Background: an optimization exercise with open tools, aiming at small area. Do not read the settings as production practice.
Function was checked by simulation only, so behaviour that the tests miss may differ from the original.
Power is estimated from default activity; no workload was simulated.

the reference run:
==> flow/design.v <==
`timescale 1ns/1ps
module fifo_aoi222 (
	input logic a0, b0, a1, b1, a2, b2,
	output logic y
);
	assign y = ~((a0 & b0) | (a1 & b1) | (a2 & b2));
endmodule
module fifo_oai22 (
	input logic a0, b0, a1, b1,
	output logic y
);
	assign y = ~((a0 | b0) & (a1 | b1));
endmodule
module fifo_nor4 (
	input logic a, b, c, d,
	output logic y
);
	assign y = ~(a | b | c | d);
endmodule
module fifo_nand4 (
	input logic a, b, c, d,
	output logic y
);
	assign y = ~(a & b & c & d);
endmodule
module fifo_nand2 (
	input logic a, b,
	output logic y
);
	assign y = ~(a & b);
endmodule
module fifo_inv (
	input logic a,
	output logic y
);
	assign y = ~a;
endmodule
`timescale 1ns/1ps
module easy_fifo_sync #
(
    parameter int DWIDTH = 32,
    parameter int DEPTH = 64,
    parameter int INPUT_REG = 0,
    parameter int OUTPUT_REG = 0
)
(
    input logic rst,
    input logic clk,
    input logic [DWIDTH-1:0] wr_data,
    input logic wr_en,
    output logic wr_full,
    input logic rd_en,
    output logic [DWIDTH-1:0] rd_data,
    output logic rd_empty,
	output logic [$clog2(DEPTH):0] fifo_cnt
);
	localparam int AW = $clog2(DEPTH);    
	localparam int CW = AW + 1;            
	localparam int SEG = 4;                
	localparam int SW = $clog2(SEG);
	localparam int NSEG = DEPTH / SEG;     
	localparam int DL = SEG - 1;           
	logic [DWIDTH-1:0] ring [DEPTH-1:0];
	logic [DWIDTH-1:0] dly [DL-1:0];
	logic [DL-1:0] dly_v;                  
	logic [AW-1:0] hp;                     
	logic [AW-1:0] tp;                     
	logic ring_empty;                      
	logic wr_prev, rd_prev;                
	logic [CW-1:0] held;
	logic wr_acc, rd_acc, rd_ring, rd_wait;
	logic [AW-1:0] ins_pos;
	logic can_ins, ins, take;
	logic [DL:0] head_sel;                 
	logic [NSEG-1:0] ins_seg;              
	logic [NSEG-1:0] ins_seg_n;
	logic [NSEG-1:0] tap_sel;              
	logic [DWIDTH-1:0] src, src_n;         
	logic [DWIDTH-1:0] ring_d [NSEG-1:0];  
	assign held = fifo_cnt + CW'(wr_prev) - CW'(rd_prev);
	assign wr_full = held[CW-1];           
	assign wr_acc = wr_en & ~wr_full;
	always_comb begin
		logic found;
		head_sel = '0;
		found = 1'b0;
		for (int i = DL - 1; i >= 0; i--)
			if (dly_v[i] && !found) begin
				head_sel[i] = 1'b1;
				found = 1'b1;
			end
		head_sel[DL] = ~found;
	end
	assign rd_empty = ring_empty ? ~(|dly_v | wr_en) : (hp[SW-1:0] != '0);
	assign rd_acc = rd_en & ~rd_empty;
	assign rd_ring = rd_acc & ~ring_empty;
	assign rd_wait = rd_acc & ring_empty;
	always_comb
		for (int k = 0; k < NSEG; k++)
			tap_sel[k] = ~ring_empty && hp[AW-1:SW] == (AW-SW)'(k);
	assign ins_pos = ring_empty ? '0 : tp;
	assign can_ins = ins_pos[SW-1:0] == '0;
	assign ins = (|{wr_acc, dly_v}) & can_ins & ~rd_wait;
	assign take = ins | rd_wait;
	always_comb
		for (int k = 0; k < NSEG; k++)
			ins_seg[k] = ins && ins_pos[AW-1:SW] == (AW-SW)'(k);
	assign ins_seg_n = ~ins_seg;
	always_ff @(posedge clk) begin
		if (rst) begin
			ring_empty <= 1'b1;
			hp <= '0;
			tp <= '0;
			dly_v <= '0;
			fifo_cnt <= '0;
			wr_prev <= 1'b0;
			rd_prev <= 1'b0;
		end
		else begin
			ring_empty <= ring_empty ? ~ins : (rd_ring & ~ins & (hp == tp));
			hp <= ring_empty ? '0 : hp + {{(AW-1){1'b0}}, ~rd_ring};
			tp <= ins_pos + {{(AW-1){1'b0}}, ~ins};
			dly_v[0] <= wr_acc & ~(take & head_sel[DL]);
			for (int i = 1; i < DL; i++)
				dly_v[i] <= dly_v[i-1] & ~(take & head_sel[i-1]);
			fifo_cnt <= held;
			wr_prev <= wr_acc;
			rd_prev <= rd_acc;
		end
	end
	always_ff @(posedge clk) begin
		dly[0] <= wr_data;
		for (int i = 1; i < DL; i++)
			dly[i] <= dly[i-1];
	end
	always_ff @(posedge clk) begin
		for (int p = 0; p < DEPTH; p++)
			if (p % SEG == 0)
				ring[p] <= ring_d[p / SEG];
			else
				ring[p] <= ring[p-1];
	end
	for (genvar b = 0; b < DWIDTH; b++) begin : g_bit
		logic src_dly_n, src_in_n;
		fifo_aoi222 u_src0 (.a0(head_sel[2]), .b0(dly[2][b]), .a1(head_sel[1]), .b1(dly[1][b]),
			.a2(head_sel[0]), .b2(dly[0][b]), .y(src_dly_n));
		fifo_nand2 u_src1 (.a(head_sel[3]), .b(wr_data[b]), .y(src_in_n));
		fifo_nand2 u_src (.a(src_dly_n), .b(src_in_n), .y(src[b]));
		fifo_inv u_srcn (.a(src[b]), .y(src_n[b]));
		for (genvar k = 0; k < NSEG; k++) begin : g_ins
			fifo_oai22 u_ins (.a0(ins_seg[k]), .b0(ring[(k * SEG + DEPTH - 1) % DEPTH][b]),
				.a1(ins_seg_n[k]), .b1((k % 2 == 1) ? src[b] : src_n[b]), .y(ring_d[k][b]));
		end
		logic ev0, ev1, ev2, od0, od1, od2, od3, od_n;
		fifo_aoi222 u_ev0 (.a0(tap_sel[0]), .b0(ring[0][b]), .a1(tap_sel[2]), .b1(ring[8][b]),
			.a2(tap_sel[4]), .b2(ring[16][b]), .y(ev0));
		fifo_aoi222 u_ev1 (.a0(tap_sel[6]), .b0(ring[24][b]), .a1(tap_sel[8]), .b1(ring[32][b]),
			.a2(tap_sel[10]), .b2(ring[40][b]), .y(ev1));
		fifo_aoi222 u_ev2 (.a0(tap_sel[12]), .b0(ring[48][b]), .a1(tap_sel[14]), .b1(ring[56][b]),
			.a2(ring_empty), .b2(src[b]), .y(ev2));
		fifo_oai22 u_od0 (.a0(~tap_sel[1]), .b0(ring[4][b]), .a1(~tap_sel[3]), .b1(ring[12][b]), .y(od0));
		fifo_oai22 u_od1 (.a0(~tap_sel[5]), .b0(ring[20][b]), .a1(~tap_sel[7]), .b1(ring[28][b]), .y(od1));
		fifo_oai22 u_od2 (.a0(~tap_sel[9]), .b0(ring[36][b]), .a1(~tap_sel[11]), .b1(ring[44][b]), .y(od2));
		fifo_oai22 u_od3 (.a0(~tap_sel[13]), .b0(ring[52][b]), .a1(~tap_sel[15]), .b1(ring[60][b]), .y(od3));
		fifo_nor4 u_od (.a(od0), .b(od1), .c(od2), .d(od3), .y(od_n));
		fifo_nand4 u_rd (.a(od_n), .b(ev0), .c(ev1), .d(ev2), .y(rd_data[b]));
	end
endmodule
clock: 6.0 ns
lec_check: 0
cap_margin: 20
core_margin: 2
core_utilization: 55
place_density: 0.7
slew_margin: 20
synth_hierarchical: 1
synth_minimum_keep_size: 0
standard.sh (not shown) runs the stock make flow with config.mk's settings and CLKGATE_MAP_FILE= SYNTH_SCRIPT=/design/flow/synth_recipe.tcl, a recipe that flattens the netlist after the stock synthesis.
==> flow/flow/run.sh <==
#!/bin/bash
# Standard layout (the standard.sh) with three changes:
#  - after floorplan every combinational cell is set to its smallest drive
#    strength (flow/downsize.tcl); the resizer upsizes only where needed;
#  - ports are buffered with buf_1 instead of the default buffer cell;
#  - the clock tree uses fewer, larger sink clusters driven by clkbuf_16 and no
#    dummy loads.
set -o pipefail
export POST_FLOORPLAN_TCL="$PWD/flow/downsize.tcl"
export BUFFER_PORTS_ARGS="-buffer_cell sky130_fd_sc_hd__buf_1"
export CTS_ARGS="-sink_clustering_enable -repair_clock_nets -dont_use_dummy_load -sink_clustering_size 30 -sink_clustering_max_diameter 60 -sink_clustering_buffer sky130_fd_sc_hd__clkbuf_16 -buf_list sky130_fd_sc_hd__clkbuf_16"
bash standard.sh finish > standard.log 2>&1
==> flow/flow/downsize.tcl <==
# Swap every combinational cell to the smallest drive strength of its kind;
# the resizer later upsizes only where slew, capacitance or timing needs it.
set n_swapped 0
foreach inst [get_cells *] {
  set master [get_property $inst ref_name]
  if {![regexp {^(sky130_fd_sc_hd__[a-z0-9]+)_([0-9]+)$} $master -> base size]} { continue }
  if {[regexp {df|dl|edf|sdf|clk|tap|fill|decap|conb|diode} $base]} { continue }
  foreach s {0 1} {
    if {$s >= $size} { break }
    set cand [get_lib_cells -quiet */${base}_$s]
    if {[llength $cand] > 0 && [lsearch $::env(DONT_USE_CELLS) ${base}_$s] < 0} {
      replace_cell $inst [get_full_name [lindex $cand 0]]
      incr n_swapped
      break
    }
  }
}
puts "downsize: swapped $n_swapped cells"
The reference run finished every step from synthesis to the final layout, and the layout passed the timing, design-rule and antenna checks.
--- input diff the reference run..the trial run ---
Settings: a change of CORE_UTILIZATION from 55 to 50; a change of PLACE_DENSITY from 0.7 to 0.65.
==> comparison <==
- Comparing the reference run and the trial run, minimum clock period is lower on the reference run.
- No stage failed in the trial run, and the final checks on the layout all came back clean.
- The reference run: done, clean on timing, DRC and antenna
- Data arrival time of the worst path up 0.11 ns in the trial run wrt the reference run
- The trial run -> the reference run: count of vias placed by the detailed router flat
- [the trial run vs the reference run] setup slack: lower in the trial run
- [compare] base=the reference run new=the trial run: power up 0.17 mW, worst hold slack up 0.0057 ns.
- Looking at placed wire-length estimate after detailed placement across both flows, the trial run is the stronger of the two, with the reference run trailing.
- The trial run vs the reference run: non-clock buffer count down by a little under 10%
- In the reports for the reference run and the trial run, the smaller routed wire length on met3 belongs to the trial run.

* * *

garnet:
Another version of the RTL of easy_fifo_sync (not shown whole).
Size: ~3,300 cells after synthesis, roughly 2,200 flip-flops, about 77 I/O pins, roughly 51,000 um2 of cells after synthesis.
## easy_fifo_sync
module easy_fifo_sync #
(
    parameter int DWIDTH = 32,
    parameter int DEPTH = 64,
    parameter int INPUT_REG = 0,
    parameter int OUTPUT_REG = 0
)
(
    input logic rst,
    input logic clk,
    input logic [DWIDTH-1:0] wr_data,
    input logic wr_en,
    output logic wr_full,
    input logic rd_en,
    output logic [DWIDTH-1:0] rd_data,
    output logic rd_empty,
	output logic [$clog2(DEPTH):0] fifo_cnt
);
==> flow/config.mk <==
export PLATFORM = sky130hd
export DESIGN_NAME = easy_fifo_sync
export DESIGN_NICKNAME = easy_fifo_sync
export VERILOG_FILES = /design/flow/design.v
export SDC_FILE = /design/flow/constraint.sdc
export NUM_CORES = 4
export LEC_CHECK = 0
export CAP_MARGIN = 20
export CORE_MARGIN = 2
export CORE_UTILIZATION = 50
export PLACE_DENSITY = 0.65
export SLEW_MARGIN = 20
export SYNTH_HIERARCHICAL = 1
export SYNTH_MINIMUM_KEEP_SIZE = 0
==> flow/constraint.sdc <==
create_clock -name core_clock -period 6.0 [get_ports {clk}]
set_input_delay 1.2000 -clock core_clock [delete_from_list [all_inputs] [get_ports {clk}]]
set_output_delay 1.2000 -clock core_clock [all_outputs]
set_load 0.01 [all_outputs]
Scripts as last shown in full above: flow/flow/run.sh, flow/flow/downsize.tcl
The flow did not stop early for garnet: all stages ran, and the layout cleared the timing, design-rule and antenna checks.
Here is what was changed in the inputs of tundra compared with garnet.
# garnet
export LEC_CHECK = 0
export CAP_MARGIN = 20
export CORE_MARGIN = 2
export CORE_UTILIZATION = 50
export PLACE_DENSITY = 0.65
export SLEW_MARGIN = 20
export SYNTH_HIERARCHICAL = 1
export SYNTH_MINIMUM_KEEP_SIZE = 0
create_clock -name core_clock -period 6.0 [get_ports {clk}]
# tundra
export LEC_CHECK = 0
export CAP_MARGIN = 20
export CORE_MARGIN = 2
export CORE_UTILIZATION = 55
export PLACE_DENSITY = 0.7
export SLEW_MARGIN = 20
export SYNTH_HIERARCHICAL = 1
export SYNTH_MINIMUM_KEEP_SIZE = 0
create_clock -name core_clock -period 6.0 [get_ports {clk}]
Results
In summary, tundra completed successfully, with a layout that passed the timing, design-rule and antenna checks.
Comparing tundra and garnet, the lower cell area power density was measured on tundra.
Delta(largest fanout on the critical path, tundra - garnet) < 0
Iteration-0 DRC count of the detailed router was lower in tundra than in garnet.
Part of the power in registers in tundra vs garnet: up 0.8 points
Comparing tundra and garnet, the lower clock tree cell share of total cell area was measured on tundra.
Compared with garnet, tundra shows a maximum frequency from static timing analysis that is 0.0031 GHz higher.
Compared to garnet, tundra shows a wider setup margin.
Side by side, global-route wire length before repair turned out lower in tundra than in garnet.
tundra ended with less non-filler instance count after layout than garnet.

* * *

red:
Another version of the RTL of easy_fifo_sync (not shown whole).
Size: roughly 3600 cells after synthesis, about 77 I/O pins, ~55000 sq um of cells after synthesis.
clock: 6.0 ns
lec_check: 0
cap_margin: 20
core_margin: 2
core_utilization: 40
place_density: 0.6
slew_margin: 20
==> flow/flow/run.sh <==
#!/bin/bash
# Standard layout with smaller port buffers and a leaner clock tree.
set -o pipefail
export BUFFER_PORTS_ARGS="-buffer_cell sky130_fd_sc_hd__buf_1"
export CTS_ARGS="-sink_clustering_enable -repair_clock_nets -dont_use_dummy_load -sink_buffer_max_cap_derate 0.1"
cp standard.sh standard_copy.sh.txt 2>/dev/null
bash standard.sh finish > standard.log 2>&1
Input changes introduced in blue (baseline for comparison: red):
# red
export LEC_CHECK = 0
export CAP_MARGIN = 20
export CORE_MARGIN = 2
export CORE_UTILIZATION = 40
export PLACE_DENSITY = 0.6
export SLEW_MARGIN = 20
create_clock -name core_clock -period 6.0 [get_ports {clk}]
# blue
export LEC_CHECK = 0
export CAP_MARGIN = 20
export CORE_MARGIN = 2
export CORE_UTILIZATION = 60
export PLACE_DENSITY = 0.75
export SLEW_MARGIN = 20
create_clock -name core_clock -period 6.0 [get_ports {clk}]
==> flow/flow/run.sh <==
#!/bin/bash
# Standard layout with smaller port buffers and a leaner clock tree.
set -o pipefail
export BUFFER_PORTS_ARGS="-buffer_cell sky130_fd_sc_hd__buf_1"
export CTS_ARGS="-sink_clustering_enable -repair_clock_nets -dont_use_dummy_load -sink_clustering_size 20 -sink_clustering_max_diameter 50 -sink_clustering_buffer sky130_fd_sc_hd__clkbuf_8"
bash standard.sh finish > standard.log 2>&1
==> comparison <==
- Post-route non-filler standard cell count (higher): red
- The final reports for blue and red show cell area lower in the former.
- Of blue and red, it is blue that has the lower clock-cell share of area.
- For the relative contribution of the clock network to total power, blue came in 6.3 points lower than red did.
- blue ended with less area of the die than red.
Changes in green relative to blue:
# blue
export LEC_CHECK = 0
export CAP_MARGIN = 20
export CORE_MARGIN = 2
export CORE_UTILIZATION = 60
export PLACE_DENSITY = 0.75
export SLEW_MARGIN = 20
create_clock -name core_clock -period 6.0 [get_ports {clk}]
# green
export LEC_CHECK = 0
export CAP_MARGIN = 20
export CORE_MARGIN = 2
export CORE_UTILIZATION = 40
export CTS_BUF_LIST = sky130_fd_sc_hd__clkbuf_8
export CTS_CLUSTER_SIZE = 20
export PLACE_DENSITY = 0.6
export SLEW_MARGIN = 20
create_clock -name core_clock -period 6.0 [get_ports {clk}]
==> flow/run.sh (new file) <==
#!/bin/bash
# synth_recipe.tcl (not shown) runs the flow's synth.tcl, then flattens the netlist and writes it again
# the make line also repeats each setting of config.mk as NAME=value (left out here)
make -C /OpenROAD-flow-scripts/flow DESIGN_CONFIG=/design/flow/config.mk WORK_HOME=/design/flow/orfs CLKGATE_MAP_FILE= SYNTH_SCRIPT=/design/flow/synth_recipe.tcl finish
removed: flow/flow/run.sh
removed: flow/standard.sh
--- outcome ---
In green, the clock share of power came out 11 points above the value in blue. [compare] base=blue new=green: maximum buffer depth of the clock tree grew by 1; share of power burned in combinational logic shrank by 1.6 points. green vs blue on non-clock buffer instance count of the final layout: green is the higher one.
Relative to green, the following input files were edited for orange:
# green
export LEC_CHECK = 0
export CAP_MARGIN = 20
export CORE_MARGIN = 2
export CORE_UTILIZATION = 40
export CTS_BUF_LIST = sky130_fd_sc_hd__clkbuf_8
export CTS_CLUSTER_SIZE = 20
export PLACE_DENSITY = 0.6
export SLEW_MARGIN = 20
create_clock -name core_clock -period 6.0 [get_ports {clk}]
# orange
export LEC_CHECK = 0
export CAP_MARGIN = 20
export CORE_MARGIN = 2
export CORE_UTILIZATION = 40
export PLACE_DENSITY = 0.6
export SLEW_MARGIN = 20
create_clock -name core_clock -period 6.0 [get_ports {clk}]
==> flow/flow/run.sh (new file) <==
#!/bin/bash
# Standard layout with smaller port buffers and a leaner clock tree.
set -o pipefail
export BUFFER_PORTS_ARGS="-buffer_cell sky130_fd_sc_hd__buf_1"
export CTS_ARGS="-sink_clustering_enable -repair_clock_nets -dont_use_dummy_load -sink_clustering_size 20 -sink_clustering_max_diameter 50 -sink_clustering_buffer sky130_fd_sc_hd__clkbuf_8"
bash standard.sh finish > standard.log 2>&1
==> flow/standard.sh (new file) <==
#!/bin/bash
# synth_recipe.tcl (not shown) runs the flow's synth.tcl, then flattens the netlist and writes it again
# the make line also repeats each setting of config.mk as NAME=value (left out here)
make -C /OpenROAD-flow-scripts/flow DESIGN_CONFIG=/design/flow/config.mk WORK_HOME=/design/flow/orfs CLKGATE_MAP_FILE= SYNTH_SCRIPT=/design/flow/synth_recipe.tcl "${@:-finish}"
removed: flow/run.sh
--- outcome ---
orange: PASS, flow complete, no timing, DRC or antenna violations
Summary of orange over green: post-detailed-route wirelength per cell higher; total power went down by about 14%.
Higher number of stages on the worst setup path goes to green over orange.
orange: post-route met1 wirelength 2.6% below green

==> static timing again, ports no longer ideal <==
The flow's constraints put no driver on any port. The routed layouts listed below were extracted and timed again, unchanged, in two steps. Step 1, drivers: a clkbuf_16 drives clk and a buf_2 each remaining input, both assumed. Step 2, shift: input delay + t, output delay - t, t = (earliest + latest rising clock arrival at the registers) / 2. This alone moves slack from input paths to output paths. Slacks: ideal / step 1 / step 2; pairs: ideal / step 1.
| run | t, ns | slack for setup (ns) | clock arrival spread, ns | worst slew at a driven data input, ns |
|---|---|---|---|---|
| the reference run | 0.734 | 0.787 / 0.721 / 1.454 | 0.107 / 0.107 | 0.11 |
| the trial run | 0.733 | 0.676 / 0.611 / 1.344 | 0.088 / 0.088 | 0.05 |
| garnet | 0.757 | 0.689 / 0.612 / 1.369 | 0.062 / 0.062 | 0.05 |
| tundra | 0.713 | 0.775 / 0.712 / 1.425 | 0.112 / 0.112 | 0.08 |
| red | 1.323 | 0.308 / 0.239 / 1.168 | 0.099 / 0.100 | 0.07 |
| blue | 0.761 | 0.762 / 0.696 / 1.223 | 0.069 / 0.068 | 0.07 |
| green | 1.008 | 0.263 / 0.191 / 1.119 | 0.055 / 0.055 | 0.11 |
| orange | 0.787 | 0.595 / 0.522 / 1.150 | 0.101 / 0.102 | 0.08 |
After both steps every run listed still meets setup and hold.
